Background: an optimization exercise with open tools, aiming at small area, a short achievable clock period and few clock cycles per item. Do not read the settings as production practice. In this exercise RTL edits were held to simulation tests only and were not proved equivalent to the original. Power is estimated from default activity; no workload was simulated.

[design/flow/config.mk]
export PLATFORM = sky130hd
export DESIGN_NAME = matrix_alu
export DESIGN_NICKNAME = matrix_alu
export VERILOG_FILES = /design/flow/design.v
export SDC_FILE = /design/flow/constraint.sdc
export NUM_CORES = 4
export LEC_CHECK = 0
export CAP_MARGIN = 20
export CORE_MARGIN = 2
export CORE_UTILIZATION = 40
export PLACE_DENSITY = 0.6
export SLEW_MARGIN = 20
[design/flow/constraint.sdc]
create_clock -name core_clock -period 11.0 [get_ports {clk}]
set_input_delay 2.2000 -clock core_clock [delete_from_list [all_inputs] [get_ports {clk}]]
set_output_delay 2.2000 -clock core_clock [all_outputs]
set_load 0.01 [all_outputs]
[design/flow/design.v]
module matrix_alu (
    input wire clk,
    input wire rst_n,
    input wire [2:0] op_code,
    input wire start,
    input wire [199:0] matrix_a_flat,
    input wire [2:0] m_a,
    input wire [2:0] n_a,
    input wire [199:0] matrix_b_flat,
    input wire [2:0] m_b,
    input wire [2:0] n_b,
    input wire [7:0] scalar,
    output reg [399:0] result_flat,
    output reg [2:0] result_m,
    output reg [2:0] result_n,
    output reg done,
    output reg valid,
    output reg busy
);
localparam OP_TRANSPOSE = 3'd0;
localparam OP_SCALAR    = 3'd1;
localparam OP_ADD       = 3'd2;
localparam OP_MULTIPLY  = 3'd3;
wire a_ok  = m_a >= 3'd1 && m_a <= 3'd5 && n_a >= 3'd1 && n_a <= 3'd5;
wire b_ok  = m_b >= 3'd1 && m_b <= 3'd5 && n_b >= 3'd1 && n_b <= 3'd5;
reg  legal;
always @* begin
    case (op_code)
        OP_TRANSPOSE: legal = a_ok;
        OP_SCALAR:    legal = a_ok;
        OP_ADD:       legal = a_ok && m_a == m_b && n_a == n_b;
        OP_MULTIPLY:  legal = a_ok && b_ok && n_a == m_b;
        default:      legal = 1'b0;
    endcase
end
wire is_tr  = op_code == OP_TRANSPOSE;
wire is_sc  = op_code == OP_SCALAR;
wire is_add = op_code == OP_ADD;
wire is_mul = op_code == OP_MULTIPLY;
reg [2:0] k;
wire last  = (k == n_a - 3'd1);
wire multi = is_mul && legal && n_a != 3'd1;
wire first = !busy;
reg [7:0] ag [0:24];
integer r, c, nn, kk, ix;
always @* begin
    for (r = 0; r < 5; r = r + 1)
        for (c = 0; c < 5; c = c + 1) begin
            ag[r*5+c] = matrix_a_flat[(r*5+c)*8 +: 8];
            for (nn = 1; nn < 5; nn = nn + 1)
                if (c < nn && n_a == nn) ag[r*5+c] = matrix_a_flat[(r*nn+c)*8 +: 8];
        end
end
reg [7:0] va_n [0:4];
reg [7:0] vb_n [0:4];
reg [24:0] bsel [0:4];
always @* begin
    for (r = 0; r < 5; r = r + 1) begin
        va_n[r] = ag[r*5+4];
        for (kk = 0; kk < 3; kk = kk + 1)
            if (k == kk) va_n[r] = ag[r*5+kk+1];
    end
    for (c = 0; c < 5; c = c + 1) begin
        bsel[c] = 25'd0;
        for (nn = 1; nn <= 5; nn = nn + 1)
            for (kk = 1; kk < 5; kk = kk + 1)
                if (c < nn && k == kk - 1 && n_b == nn) bsel[c][kk*nn+c] = 1'b1;
        vb_n[c] = 8'd0;
        for (ix = 0; ix < 25; ix = ix + 1)
            vb_n[c] = vb_n[c] | (matrix_b_flat[ix*8 +: 8] & {8{bsel[c][ix]}});
    end
end
reg [7:0] va_q [0:4];
reg [7:0] vb_q [0:4];
always @(posedge clk) begin
    for (r = 0; r < 5; r = r + 1) begin
        va_q[r] <= va_n[r];
        vb_q[r] <= vb_n[r];
    end
end
reg [7:0] xa [0:4];
always @* begin
    for (r = 0; r < 5; r = r + 1)
        xa[r] = first ? ag[r*5] : va_q[r];
end
reg [7:0] yc [0:4];
always @* begin
    for (c = 0; c < 5; c = c + 1)
        yc[c] = is_mul ? (first ? matrix_b_flat[c*8 +: 8] : vb_q[c]) : (is_sc ? scalar : {7'd0, is_add});
end
reg [15:0] acc [0:24];
wire [15:0] res [0:24];
reg satm;
genvar gr, gc;
generate
for (gr = 0; gr < 5; gr = gr + 1) begin : row
    for (gc = 0; gc < 5; gc = gc + 1) begin : col
        wire [7:0]  x = is_mul ? xa[gr] : matrix_a_flat[(gr*5+gc)*8 +: 8];
        wire [15:0] z;
        assign z[15:8] = acc[gr*5+gc][15:8] & {8{is_mul && !first}};
        assign z[7:0]  = (acc[gr*5+gc][7:0] & {8{is_mul && !first}}) |
                         (matrix_b_flat[(gr*5+gc)*8 +: 8] & {8{is_add}}) |
                         (ag[gc*5+gr] & {8{is_tr}});
        wire [15:0] v;
        mac_unit u (.x(x), .y(yc[gc]), .z(z), .v(v));
        always @(posedge clk)
            acc[gr*5+gc] <= v;
        wire ovf = satm && acc[gr*5+gc][15:8] != 8'd0;
        assign res[gr*5+gc] = {acc[gr*5+gc][15:8] & {8{!satm}}, acc[gr*5+gc][7:0] | {8{ovf}}};
    end
end
endgenerate
always @(posedge clk or negedge rst_n) begin
    if (!rst_n) begin
        busy <= 1'b0;
        done <= 1'b0;
        k    <= 3'd0;
    end else if (busy) begin
        busy <= !last;
        done <= last;
        k    <= last ? 3'd0 : k + 3'd1;
    end else begin
        busy <= start && multi;
        done <= start && !multi;
        k    <= (start && multi) ? 3'd1 : 3'd0;
    end
end
reg [2:0] pk;
always @(posedge clk) begin
    valid    <= legal;
    result_m <= is_tr ? n_a : m_a;
    result_n <= is_tr ? m_a : (is_mul ? n_b : n_a);
    pk       <= is_tr ? m_a : (is_mul ? n_b : 3'd5);
    satm     <= is_sc || is_add;
end
integer e;
always @* begin
    for (e = 0; e < 25; e = e + 1) begin
        result_flat[e*16 +: 16] = res[e];
        for (nn = 1; nn < 5; nn = nn + 1)
            if (e < 5*nn && pk == nn)
                result_flat[e*16 +: 16] = res[(e/nn)*5 + e%nn];
    end
end
endmodule
module mac_unit (input wire [7:0] x, input wire [7:0] y, input wire [15:0] z, output wire [15:0] v);
wire pp0_0 = x[0] & y[0];
wire pp0_1 = x[0] & y[1];
wire pp0_2 = x[0] & y[2];
wire pp0_3 = x[0] & y[3];
wire pp0_4 = x[0] & y[4];
wire pp0_5 = x[0] & y[5];
wire pp0_6 = x[0] & y[6];
wire pp0_7 = x[0] & y[7];
wire pp1_0 = x[1] & y[0];
wire pp1_1 = x[1] & y[1];
wire pp1_2 = x[1] & y[2];
wire pp1_3 = x[1] & y[3];
wire pp1_4 = x[1] & y[4];
wire pp1_5 = x[1] & y[5];
wire pp1_6 = x[1] & y[6];
wire pp1_7 = x[1] & y[7];
wire pp2_0 = x[2] & y[0];
wire pp2_1 = x[2] & y[1];
wire pp2_2 = x[2] & y[2];
wire pp2_3 = x[2] & y[3];
wire pp2_4 = x[2] & y[4];
wire pp2_5 = x[2] & y[5];
wire pp2_6 = x[2] & y[6];
wire pp2_7 = x[2] & y[7];
wire pp3_0 = x[3] & y[0];
wire pp3_1 = x[3] & y[1];
wire pp3_2 = x[3] & y[2];
wire pp3_3 = x[3] & y[3];
wire pp3_4 = x[3] & y[4];
wire pp3_5 = x[3] & y[5];
wire pp3_6 = x[3] & y[6];
wire pp3_7 = x[3] & y[7];
wire pp4_0 = x[4] & y[0];
wire pp4_1 = x[4] & y[1];
wire pp4_2 = x[4] & y[2];
wire pp4_3 = x[4] & y[3];
wire pp4_4 = x[4] & y[4];
wire pp4_5 = x[4] & y[5];
wire pp4_6 = x[4] & y[6];
wire pp4_7 = x[4] & y[7];
wire pp5_0 = x[5] & y[0];
wire pp5_1 = x[5] & y[1];
wire pp5_2 = x[5] & y[2];
wire pp5_3 = x[5] & y[3];
wire pp5_4 = x[5] & y[4];
wire pp5_5 = x[5] & y[5];
wire pp5_6 = x[5] & y[6];
wire pp5_7 = x[5] & y[7];
wire pp6_0 = x[6] & y[0];
wire pp6_1 = x[6] & y[1];
wire pp6_2 = x[6] & y[2];
wire pp6_3 = x[6] & y[3];
wire pp6_4 = x[6] & y[4];
wire pp6_5 = x[6] & y[5];
wire pp6_6 = x[6] & y[6];
wire pp6_7 = x[6] & y[7];
wire pp7_0 = x[7] & y[0];
wire pp7_1 = x[7] & y[1];
wire pp7_2 = x[7] & y[2];
wire pp7_3 = x[7] & y[3];
wire pp7_4 = x[7] & y[4];
wire pp7_5 = x[7] & y[5];
wire pp7_6 = x[7] & y[6];
wire pp7_7 = x[7] & y[7];
wire n1 = pp0_5 ^ pp1_4;
wire n2 = pp0_5 & pp1_4;
wire n3 = pp0_6 ^ pp1_5 ^ pp2_4;
wire n4 = (pp0_6 & pp1_5) | (pp0_6 & pp2_4) | (pp1_5 & pp2_4);
wire n5 = pp3_3 ^ pp4_2;
wire n6 = pp3_3 & pp4_2;
wire n7 = pp0_7 ^ pp1_6 ^ pp2_5;
wire n8 = (pp0_7 & pp1_6) | (pp0_7 & pp2_5) | (pp1_6 & pp2_5);
wire n9 = pp3_4 ^ pp4_3 ^ pp5_2;
wire n10 = (pp3_4 & pp4_3) | (pp3_4 & pp5_2) | (pp4_3 & pp5_2);
wire n11 = pp6_1 ^ pp7_0;
wire n12 = pp6_1 & pp7_0;
wire n13 = pp1_7 ^ pp2_6 ^ pp3_5;
wire n14 = (pp1_7 & pp2_6) | (pp1_7 & pp3_5) | (pp2_6 & pp3_5);
wire n15 = pp4_4 ^ pp5_3 ^ pp6_2;
wire n16 = (pp4_4 & pp5_3) | (pp4_4 & pp6_2) | (pp5_3 & pp6_2);
wire n17 = pp7_1 ^ z[8];
wire n18 = pp7_1 & z[8];
wire n19 = pp2_7 ^ pp3_6 ^ pp4_5;
wire n20 = (pp2_7 & pp3_6) | (pp2_7 & pp4_5) | (pp3_6 & pp4_5);
wire n21 = pp5_4 ^ pp6_3 ^ pp7_2;
wire n22 = (pp5_4 & pp6_3) | (pp5_4 & pp7_2) | (pp6_3 & pp7_2);
wire n23 = pp3_7 ^ pp4_6 ^ pp5_5;
wire n24 = (pp3_7 & pp4_6) | (pp3_7 & pp5_5) | (pp4_6 & pp5_5);
wire n25 = pp0_3 ^ pp1_2;
wire n26 = pp0_3 & pp1_2;
wire n27 = pp0_4 ^ pp1_3 ^ pp2_2;
wire n28 = (pp0_4 & pp1_3) | (pp0_4 & pp2_2) | (pp1_3 & pp2_2);
wire n29 = pp3_1 ^ pp4_0;
wire n30 = pp3_1 & pp4_0;
wire n31 = pp2_3 ^ pp3_2 ^ pp4_1;
wire n32 = (pp2_3 & pp3_2) | (pp2_3 & pp4_1) | (pp3_2 & pp4_1);
wire n33 = pp5_0 ^ z[5] ^ n1;
wire n34 = (pp5_0 & z[5]) | (pp5_0 & n1) | (z[5] & n1);
wire n35 = pp5_1 ^ pp6_0 ^ z[6];
wire n36 = (pp5_1 & pp6_0) | (pp5_1 & z[6]) | (pp6_0 & z[6]);
wire n37 = n3 ^ n5 ^ n2;
wire n38 = (n3 & n5) | (n3 & n2) | (n5 & n2);
wire n39 = z[7] ^ n7 ^ n9;
wire n40 = (z[7] & n7) | (z[7] & n9) | (n7 & n9);
wire n41 = n11 ^ n4 ^ n6;
wire n42 = (n11 & n4) | (n11 & n6) | (n4 & n6);
wire n43 = n13 ^ n15 ^ n17;
wire n44 = (n13 & n15) | (n13 & n17) | (n15 & n17);
wire n45 = n8 ^ n10 ^ n12;
wire n46 = (n8 & n10) | (n8 & n12) | (n10 & n12);
wire n47 = z[9] ^ n19 ^ n21;
wire n48 = (z[9] & n19) | (z[9] & n21) | (n19 & n21);
wire n49 = n14 ^ n16 ^ n18;
wire n50 = (n14 & n16) | (n14 & n18) | (n16 & n18);
wire n51 = pp6_4 ^ pp7_3 ^ z[10];
wire n52 = (pp6_4 & pp7_3) | (pp6_4 & z[10]) | (pp7_3 & z[10]);
wire n53 = n23 ^ n20 ^ n22;
wire n54 = (n23 & n20) | (n23 & n22) | (n20 & n22);
wire n55 = pp4_7 ^ pp5_6 ^ pp6_5;
wire n56 = (pp4_7 & pp5_6) | (pp4_7 & pp6_5) | (pp5_6 & pp6_5);
wire n57 = pp7_4 ^ z[11] ^ n24;
wire n58 = (pp7_4 & z[11]) | (pp7_4 & n24) | (z[11] & n24);
wire n59 = pp5_7 ^ pp6_6 ^ pp7_5;
wire n60 = (pp5_7 & pp6_6) | (pp5_7 & pp7_5) | (pp6_6 & pp7_5);
wire n61 = pp0_2 ^ pp1_1;
wire n62 = pp0_2 & pp1_1;
wire n63 = pp2_1 ^ pp3_0 ^ z[3];
wire n64 = (pp2_1 & pp3_0) | (pp2_1 & z[3]) | (pp3_0 & z[3]);
wire n65 = z[4] ^ n27 ^ n29;
wire n66 = (z[4] & n27) | (z[4] & n29) | (n27 & n29);
wire n67 = n31 ^ n33 ^ n28;
wire n68 = (n31 & n33) | (n31 & n28) | (n33 & n28);
wire n69 = n35 ^ n37 ^ n32;
wire n70 = (n35 & n37) | (n35 & n32) | (n37 & n32);
wire n71 = n39 ^ n41 ^ n36;
wire n72 = (n39 & n41) | (n39 & n36) | (n41 & n36);
wire n73 = n43 ^ n45 ^ n40;
wire n74 = (n43 & n45) | (n43 & n40) | (n45 & n40);
wire n75 = n47 ^ n49 ^ n44;
wire n76 = (n47 & n49) | (n47 & n44) | (n49 & n44);
wire n77 = n51 ^ n53 ^ n48;
wire n78 = (n51 & n53) | (n51 & n48) | (n53 & n48);
wire n79 = n55 ^ n57 ^ n52;
wire n80 = (n55 & n57) | (n55 & n52) | (n57 & n52);
wire n81 = z[12] ^ n59 ^ n56;
wire n82 = (z[12] & n59) | (z[12] & n56) | (n59 & n56);
wire n83 = pp6_7 ^ pp7_6 ^ z[13];
wire n84 = (pp6_7 & pp7_6) | (pp6_7 & z[13]) | (pp7_6 & z[13]);
wire n85 = pp0_1 ^ pp1_0;
wire n86 = pp0_1 & pp1_0;
wire n87 = pp2_0 ^ z[2] ^ n61;
wire n88 = (pp2_0 & z[2]) | (pp2_0 & n61) | (z[2] & n61);
wire n89 = n25 ^ n63 ^ n62;
wire n90 = (n25 & n63) | (n25 & n62) | (n63 & n62);
wire n91 = n26 ^ n65 ^ n64;
wire n92 = (n26 & n65) | (n26 & n64) | (n65 & n64);
wire n93 = n30 ^ n67 ^ n66;
wire n94 = (n30 & n67) | (n30 & n66) | (n67 & n66);
wire n95 = n34 ^ n69 ^ n68;
wire n96 = (n34 & n69) | (n34 & n68) | (n69 & n68);
wire n97 = n38 ^ n71 ^ n70;
wire n98 = (n38 & n71) | (n38 & n70) | (n71 & n70);
wire n99 = n42 ^ n73 ^ n72;
wire n100 = (n42 & n73) | (n42 & n72) | (n73 & n72);
wire n101 = n46 ^ n75 ^ n74;
wire n102 = (n46 & n75) | (n46 & n74) | (n75 & n74);
wire n103 = n50 ^ n77 ^ n76;
wire n104 = (n50 & n77) | (n50 & n76) | (n77 & n76);
wire n105 = n54 ^ n79 ^ n78;
wire n106 = (n54 & n79) | (n54 & n78) | (n79 & n78);
wire n107 = n58 ^ n81 ^ n80;
wire n108 = (n58 & n81) | (n58 & n80) | (n81 & n80);
wire n109 = n60 ^ n83 ^ n82;
wire n110 = (n60 & n83) | (n60 & n82) | (n83 & n82);
wire n111 = pp7_7 ^ z[14] ^ n84;
wire n112 = (pp7_7 & z[14]) | (pp7_7 & n84) | (z[14] & n84);
wire [15:0] ra = {z[15], n111, n109, n107, n105, n103, n101, n99, n97, n95, n93, n91, n89, n87, z[1], pp0_0};
wire [15:0] rb = {n112, n110, n108, n106, n104, n102, n100, n98, n96, n94, n92, n90, n88, n86, n85, z[0]};
assign v = ra + rb;
endmodule
[design/flow/run.sh]
#!/bin/bash
# synth_recipe.tcl (not shown) runs the flow's synth.tcl, then flattens the netlist and writes it again
# the make line also repeats each setting of config.mk as NAME=value (left out here)
make -C /OpenROAD-flow-scripts/flow DESIGN_CONFIG=/design/flow/config.mk WORK_HOME=/design/flow/orfs CLKGATE_MAP_FILE= SYNTH_SCRIPT=/design/flow/synth_recipe.tcl finish
==> results.txt <==
The detailed router placed 102000 vias in this run. The cell with the most instances after synthesis is inv_1. The cell count after synthesis came out at 11000. The synthesized netlist net count is between 10000 and 15000. Row generation in the floorplan step produced 172 rows. Once the floorplan was initialized, standard cells occupied 40.1% of the core.

The number of clock sinks came out at 496. The maximum level of the CTS H-tree is 3. The area of the core region is 219000 sq um. The share of cells above drive strength 1 is under 10%. The die covers 224000 sq um.

In this design, the critical path's most frequently occurring cell is fa_1. The net total in the final layout came out at 14100. The post-synthesis async set-or-reset flop share came out at 1.01%. The standard cell area after detailed placement came out at 101000 sq um. The number of max-slew violations in the final report was 12. The final critical-path required period is approximately 10 ns. The count of TritonRoute iterations in the first routing pass came out at 14. The leakage component of the power came out at around 48 nW. The post-cts hold buffer count came out at 0.

The overall fraction of global-route tracks in use came out at 56.0%. Clock latency on the worst-skew pair, taken at its later pin, is 0.79 ns. The warning count from the yosys run came out at 19. Once layout is complete, the utilization of the core stands at 47.9%. The remaining antenna violation count is 0. In this run the horizontal extent of the chip is around 470 um. At the end of routability-driven placement, the weighted congestion stood at 1.16.

Setup repair after global routing left no endpoint under its margin. The critical path is of the input pin to register type. The number of port buffers came out at 834. TritonCTS built the clock tree. Compared with the post-synthesis result, the final layout area differs by 19.3%.

The per-instance average area after synthesis is roughly 8 sq um. The worst setup path is launched from an input pin. The maximum cell stage delay along the critical path came out at ~0.96 ns. The violated checks flagged are capacitance limit. The largest net degree at the start of global routing is 124. In this run the register-to-register setup slack is 3.49 ns. The top cell type's share of synthesized area came out at 27.9%. The finished cells cover 105000 sq um. The worst pin sits at a relative slew slack of -4.66%. Summed over all instances, the cell type with the most area after synthesis is fa_1. Between clock sinks in the finished design, the worst skew comes to 0.0454 ns. The data required time of the worst path came out at 11.66 ns. The worst register-to-register path ends at acc[17][15]$_DFF_P_. The min-delay analysis places its worst path in the category register to register. The final setup violation count is 0.

The I/O pin count came out at roughly 840. Counting along the longest clock path gives a buffer depth of 3. The capturing element type of the critical path is a register.

After synthesis, the netlist uses 88 different library cells. The violation count after the first detailed-routing iteration is 17800. The startpoint identified for the worst register-to-register timing path is busy$_DFF_PN0_.

The routed wirelength normalized by instance count is 42.8 um. STA puts the critical path data arrival time at about 11 ns. After synthesis the cells add up to 87900 sq um. In the synthesized netlist, the cells that appear most often are 1429 x inv_1, 1427 x nor2_1, 1297 x nand2_1. The tree is rooted in a clkbuf_16. The remaining global-route overflow is 0. The via count of the first global-routing pass was 96000. The number of enable flip-flop cells after synthesis came out at 0.

In the synthesized netlist the dominant register cell turns out to be dfxtp_1. The first global-routing pass estimated 847000 um of wire. The clock transition at the registers of the reported paths came out at roughly 0.05 ns. The number of fill cells is 21800. The worst-case IR drop observed on VDD is 0.000118 V.

In this run, post-CTS repair resized a total of 0 instances. The post-CTS setup repair buffer count came out at 0. The post-DP HPWL is 510000 um. The flow ran to the end, but the layout failed its checks. The worst hold path begins at acc[24][0]$_DFF_P_.

By area the synthesized netlist is led by fa_1 28%, dfxtp_1 11%, ha_1 8.3%. The slew at the pin closest to its max-slew limit is between 1.5 and 2 ns. The worst reg-to-reg path cell count came out at 18.

The number of antenna violations at the first check in global routing was around 180. For this design, the slowest cell found on the critical path is o211ai_2. The endpoint of the worst hold-timing path is acc[24][0]$_DFF_P_. The sequential share of the synthesized area is 11.3%. The fmax is 0.0994 GHz. The worst hold path passes through 3 cells.

The synthesized design contains roughly 500 register bits. The accumulated negative setup slack came out at 0 ns. The number of CTS-inserted buffers is 81. The portion of the clock cycle consumed by the worst path in the final layout came out at 91.5%. The power per cell area is about 140 nW/um^2. The floorplan die height came out at 473 um. The total power came out at ~15 mW. Tracing the worst setup path back leads to its startpoint at n_a[0].

Wires add up to roughly 640000 um. The post-route DRC violation count came out at 0. The hold violation total from the final report is 0. The number of maximum-capacitance violations is 1. The mean number of vias per cell came out at ~6.8.

The peak fanout along the critical path came out at 34.
==> cell families after synthesis <==
kind of cell / share of synthesized area, %
buf+inv: 8.84
fa+ha+maj: 36.2
mux: 2.24
flops: 11.3
simple gates: 18.9
xor+xnor: 3.32
compound gates: 19.2
==> final cells by class <==
class | instances | area [sq um] | share of cell area, %
timing repair buffer | 1299 | 12000 | 11.5
clock buffer | 106 | 2270 | 2.17
tap | 2871 | 3590 | 3.42
multi-input combinational | 8531 | 70700 | 67.4
clock inverter | 40 | 500 | 0.477
sequential | 496 | 9980 | 9.51
inverter | 1430 | 5370 | 5.12
antenna | 195 | 488 | 0.465
==> layer usage <==
metal  wire length (um)  global-route usage (%)  share of wire [%]
met5               1050                    2.38               0.16
met4              78800                    56.2                 12
met1             214000                    62.1                 33
met2             245000                    74.4                 38
met3             101000                    29.1                 16
==> worst max-delay path, delay by kind of cell <==
family	cells	cell delay, ns
fa+ha+maj	6	2.65
buf+inv	6	1.74
simple gates	4	0.93
compound gates	9	3.12
==> state kept, by name, indices dropped and copies added (netlist names), 3 cells and up <==
name      cells
vb_q         40
acc         400
result_n      3
result_m      3
k             3
va_q         40
pk            3
==> per-stage QoR <==
stage | hold slack, ns | setup slack, ns | instances
6_report | 0.641 | 0.937 | 15000
5_1_grt | 0.691 | 1.09 | 14800
4_1_cts | 0.644 | 1.48 | 14800
3_5_place_dp | 0.628 | 0.728 | 14600
3_3_place_gp | 0.612 | 0.690 | 14600
2_1_floorplan | 0.532 | 3.18 | 11000
==> where the power goes <==
| group | switching (mW) | total, mW | internal (mW) |
|---|---|---|---|
| Sequential | 1.21 | 3.51 | 2.31 |
| Combinational | 5.42 | 8.38 | 2.96 |
| Clock | 1.27 | 2.94 | 1.67 |
| Total | 7.90 | 14.8 | 6.94 |
==> placed cells by master (no fill, tap or decap), drive strengths merged, types with 63 or more instances in the layout <==
cell / instances
inv: 1432
nor2: 1428
nand2: 1297
fa: 1225
clkdlybuf4s50: 828
o21ai: 595
ha: 585
dfxtp: 491
buf: 469
a21oi: 405
xnor2: 225
diode: 195
o21a: 174
nor3: 169
a222oi: 164
a22oi: 162
nor2b: 149
or2: 140
mux2i: 137
and3: 137
nand3: 125
xor2: 108
clkbuf: 108
a21o: 107
o211ai: 106
a211oi: 96
a221oi: 92
nand2b: 89
a311oi: 69
o22ai: 64
a31oi: 64
a22o: 63
==> worst max-delay path by stage <==
stage | end | depth (start not counted)
5_1_grt | acc[19][15]$_DFF_P_ | 25
4_1_cts | acc[19][15]$_DFF_P_ | 25
2_1_floorplan | acc[16][15]$_DFF_P_ | 24
3_3_place_gp | acc[19][13]$_DFF_P_ | 25
3_5_place_dp | acc[19][15]$_DFF_P_ | 25
6_report | acc[19][15]$_DFF_P_ | 25
Testbench counts, summed over its fixed seeds: cycles 2,909, ops 2,000.

## what the ideal ports hide
Ports are ideal in the flow. The routed layout listed here was re-timed in OpenROAD. Step 1 sets driving cells, clkbuf_16 on the clock port and buf_2 on the other inputs (assumed; they add their load-dependent delay and slew). Step 2, shift: input delay + t, output delay - t, t = (earliest + latest rising clock arrival at the registers) / 2. This alone moves slack from input paths to output paths. Slacks: no drivers / after step 1 / after step 2; pairs: no drivers / after step 1.
t, ns: 0.874
setup slack, ns: 0.937 / 1.019 / 0.145
pins driven straight from the clock port: 1
The setup slack of this run moves by +0.082 ns with the drivers and by -0.792 ns with both steps.
